What follows belongs to an exercise in optimizing a design on an open flow for small area; a production flow would make more cautious choices. In this exercise RTL edits were held to simulation tests only and were not proved equivalent to the original. Power figures rest on the tool's default switching activity, not on a simulated workload.

Design bf8b, start of the top module:
module bf8b (
    input rst,
    input clk,
    input rx,
    input [31:0] data_in,
    output [31:0] data_out,
    output [29:0] addr,
    output [3:0] wes,
    output tx
);
For scale: roughly 3,800 cells after synthesis, about 1,300 flip-flops, ~100 I/O pins, roughly 41,000 sq um of cells after synthesis.
Settings: LEC_CHECK=0, CAP_MARGIN=20, CORE_MARGIN=2, CORE_UTILIZATION=35, SLEW_MARGIN=20; clock period 14.0 ns.
standard.sh (not shown) runs the stock make flow with config.mk's settings and CLKGATE_MAP_FILE= SYNTH_SCRIPT=/design/flow/synth_recipe.tcl, a recipe that flattens the netlist after the stock synthesis.
==> flow/flow/run.sh <==
#!/bin/bash
# The standard layout, with three of its steps tuned for area:
#  - synthesis maps the logic with an area-oriented ABC script (flow/abc_area.script)
#    instead of ORFS's delay-oriented one; everything else in the synthesis is the
#    standard one (synth_recipe.tcl), so the registers are the same;
#  - ports are buffered with buf_2 rather than the resizer's default delay cell;
#  - clock-tree sinks are clustered in larger groups.
set -euo pipefail
here=$(pwd)
{
  echo "proc abc {args} {"
  echo "  set i [lsearch -exact \$args -script]"
  echo "  if {\$i >= 0} { lset args [expr {\$i + 1}] $here/flow/abc_area.script }"
  echo "  yosys abc {*}\$args"
  echo "}"
  cat synth_recipe.tcl
} > area_synth.tcl
sed "s#SYNTH_SCRIPT=[^ ]*#SYNTH_SCRIPT=$here/area_synth.tcl#" standard.sh > area_standard.sh
export BUFFER_PORTS_ARGS="-buffer_cell sky130_fd_sc_hd__buf_2"
export CTS_ARGS="-sink_clustering_enable -repair_clock_nets -sink_clustering_size 24 -sink_clustering_max_diameter 100 -dont_use_dummy_load"
bash area_standard.sh > standard.log 2>&1
==> flow/flow/abc_area.script <==
&get -n
&st
&dch
&nf -R 1000
&put
The first run went through all stages and came out clean.
Rerun with:
--- a/flow/flow/run.sh
+++ b/flow/flow/run.sh
@@ -5,3 +5,3 @@
 #    standard one (synth_recipe.tcl), so the registers are the same;
-#  - ports are buffered with buf_2 rather than the resizer's default delay cell;
+#  - ports are buffered with buf_1 rather than the resizer's default delay cell;
 #  - clock-tree sinks are clustered in larger groups.
@@ -18,3 +18,3 @@
 sed "s#SYNTH_SCRIPT=[^ ]*#SYNTH_SCRIPT=$here/area_synth.tcl#" standard.sh > area_standard.sh
-export BUFFER_PORTS_ARGS="-buffer_cell sky130_fd_sc_hd__buf_2"
+export BUFFER_PORTS_ARGS="-buffer_cell sky130_fd_sc_hd__buf_1"
 export CTS_ARGS="-sink_clustering_enable -repair_clock_nets -sink_clustering_size 24 -sink_clustering_max_diameter 100 -dont_use_dummy_load"
==> flow/flow/abc_area.script (replaced) <==
&get -n
&st
&syn2
&dch
&nf -R 1000
&put
Settings changed: CORE_UTILIZATION 35 to 55.
The changed run passed the timing, DRC and antenna checks.
Power shrinks by 10%.
Final area shrinks by 2.5%.
Die area shrinks by about 36%.
Sequential power shrinks by about 3%.
Maximum frequency grows by about 0.6%.
Hold slack improves by 22 ps.
Routed wire length shrinks by 3.8%.
Synthesized area hardly moves.
Via count grows by 3.4%.
Sequential share of layout area grows by 1.5 points.

bf8b, a different RTL version from the one above (not shown whole).
Size: roughly 3600 cells after synthesis, about 1300 flip-flops, about 100 I/O pins.
clock: 14.0 ns
lec_check: 0
cap_margin: 20
core_margin: 2
core_utilization: 50
slew_margin: 20
==> flow/flow/run.sh <==
#!/bin/bash
# The standard layout, with three of its steps tuned for area:
#  - synthesis maps the logic with an area-oriented ABC script (flow/abc_area.script)
#    instead of ORFS's delay-oriented one; everything else in the synthesis is the
#    standard one (synth_recipe.tcl), so the registers are the same;
#  - ports are buffered with buf_1 rather than the resizer's default delay cell;
#  - clock-tree sinks are clustered in larger groups.
set -euo pipefail
here=$(pwd)
{
  echo "proc abc {args} {"
  echo "  set i [lsearch -exact \$args -script]"
  echo "  if {\$i >= 0} { lset args [expr {\$i + 1}] $here/flow/abc_area.script }"
  echo "  yosys abc {*}\$args"
  echo "}"
  cat synth_recipe.tcl
} > area_synth.tcl
sed "s#SYNTH_SCRIPT=[^ ]*#SYNTH_SCRIPT=$here/area_synth.tcl#" standard.sh > area_standard.sh
export DONT_USE_CELLS="sky130_fd_sc_hd__buf_4 sky130_fd_sc_hd__buf_6 sky130_fd_sc_hd__buf_8 sky130_fd_sc_hd__buf_12 sky130_fd_sc_hd__buf_16"
export BUFFER_PORTS_ARGS="-buffer_cell sky130_fd_sc_hd__buf_1"
export CTS_ARGS="-sink_clustering_enable -repair_clock_nets -buf_list sky130_fd_sc_hd__clkbuf_4 -sink_clustering_size 10 -sink_clustering_max_diameter 40 -dont_use_dummy_load"
bash area_standard.sh > standard.log 2>&1
==> flow/flow/abc_area.script <==
&get -n
&st
&syn2
&dch
&nf -R 1000
&put
Rerun with:
--- a/flow/flow/run.sh
+++ b/flow/flow/run.sh
@@ -18,5 +18,4 @@
 sed "s#SYNTH_SCRIPT=[^ ]*#SYNTH_SCRIPT=$here/area_synth.tcl#" standard.sh > area_standard.sh
-export DONT_USE_CELLS="sky130_fd_sc_hd__buf_4 sky130_fd_sc_hd__buf_6 sky130_fd_sc_hd__buf_8 sky130_fd_sc_hd__buf_12 sky130_fd_sc_hd__buf_16"
 export BUFFER_PORTS_ARGS="-buffer_cell sky130_fd_sc_hd__buf_1"
-export CTS_ARGS="-sink_clustering_enable -repair_clock_nets -buf_list sky130_fd_sc_hd__clkbuf_4 -sink_clustering_size 10 -sink_clustering_max_diameter 40 -dont_use_dummy_load"
+export CTS_ARGS="-sink_clustering_enable -repair_clock_nets -buf_list sky130_fd_sc_hd__clkbuf_4 -sink_clustering_size 9 -sink_clustering_max_diameter 40 -dont_use_dummy_load"
 bash area_standard.sh > standard.log 2>&1
Die area stays the same.
Flip-flop and latch count is unchanged.
Hold slack degrades by 0.030 ns.
Rerun with:
--- a/flow/flow/run.sh
+++ b/flow/flow/run.sh
@@ -19,3 +19,3 @@
 export BUFFER_PORTS_ARGS="-buffer_cell sky130_fd_sc_hd__buf_1"
-export CTS_ARGS="-sink_clustering_enable -repair_clock_nets -buf_list sky130_fd_sc_hd__clkbuf_4 -sink_clustering_size 9 -sink_clustering_max_diameter 40 -dont_use_dummy_load"
+export CTS_ARGS="-sink_clustering_enable -repair_clock_nets -buf_list sky130_fd_sc_hd__clkbuf_4 -sink_clustering_size 10 -sink_clustering_max_diameter 40 -dont_use_dummy_load"
 bash area_standard.sh > standard.log 2>&1
Settings changed: PLACE_DENSITY set to 0.75.
After rerunning: Routed wire length goes down by 2.1%. Critical path depth increases by 2. Design area barely changes. Hold slack improves by 0.033 ns. Maximum frequency goes down by 2.4%. Die area does not change.

## static timing again, ports no longer ideal
Ports are ideal in the flow. The routed layouts listed here were re-timed in OpenROAD.
Step 1 assumes that a clkbuf_16 drives the clock port and a buf_2 every other input.
Step 2 also shifts input and output timing later by t, the mid clock arrival at the registers, as if the neighbouring blocks saw the same clock.
Slacks: no drivers / after step 1 / after step 2; pairs: no drivers / after step 1.
run	shift t [ns]	setup slack, ns	hold WS [ns]	worst register clock-pin slew, ns	cell pins on the clock port's net
the first run of note 1	0.688	0.389 / 0.251 / 0.251	0.281 / 0.281 / 0.281	0.10 / 0.10	1
the second run of note 1	0.688	0.472 / 0.451 / 0.451	0.302 / 0.302 / 0.302	0.09 / 0.09	1
the first run of note 2	1.068	0.927 / 0.905 / 0.905	0.255 / 0.255 / 0.255	0.11 / 0.11	1
the second run of note 2	1.081	0.926 / 0.904 / 0.904	0.226 / 0.226 / 0.226	0.10 / 0.10	1
the third run of note 2	1.030	0.601 / 0.577 / 0.577	0.259 / 0.259 / 0.259	0.11 / 0.11	1
After both steps setup and hold are still met in every run listed. The setup slack of the first run of note 1, which loses most, moves by -0.138 ns with the drivers and by -0.138 ns with both steps.
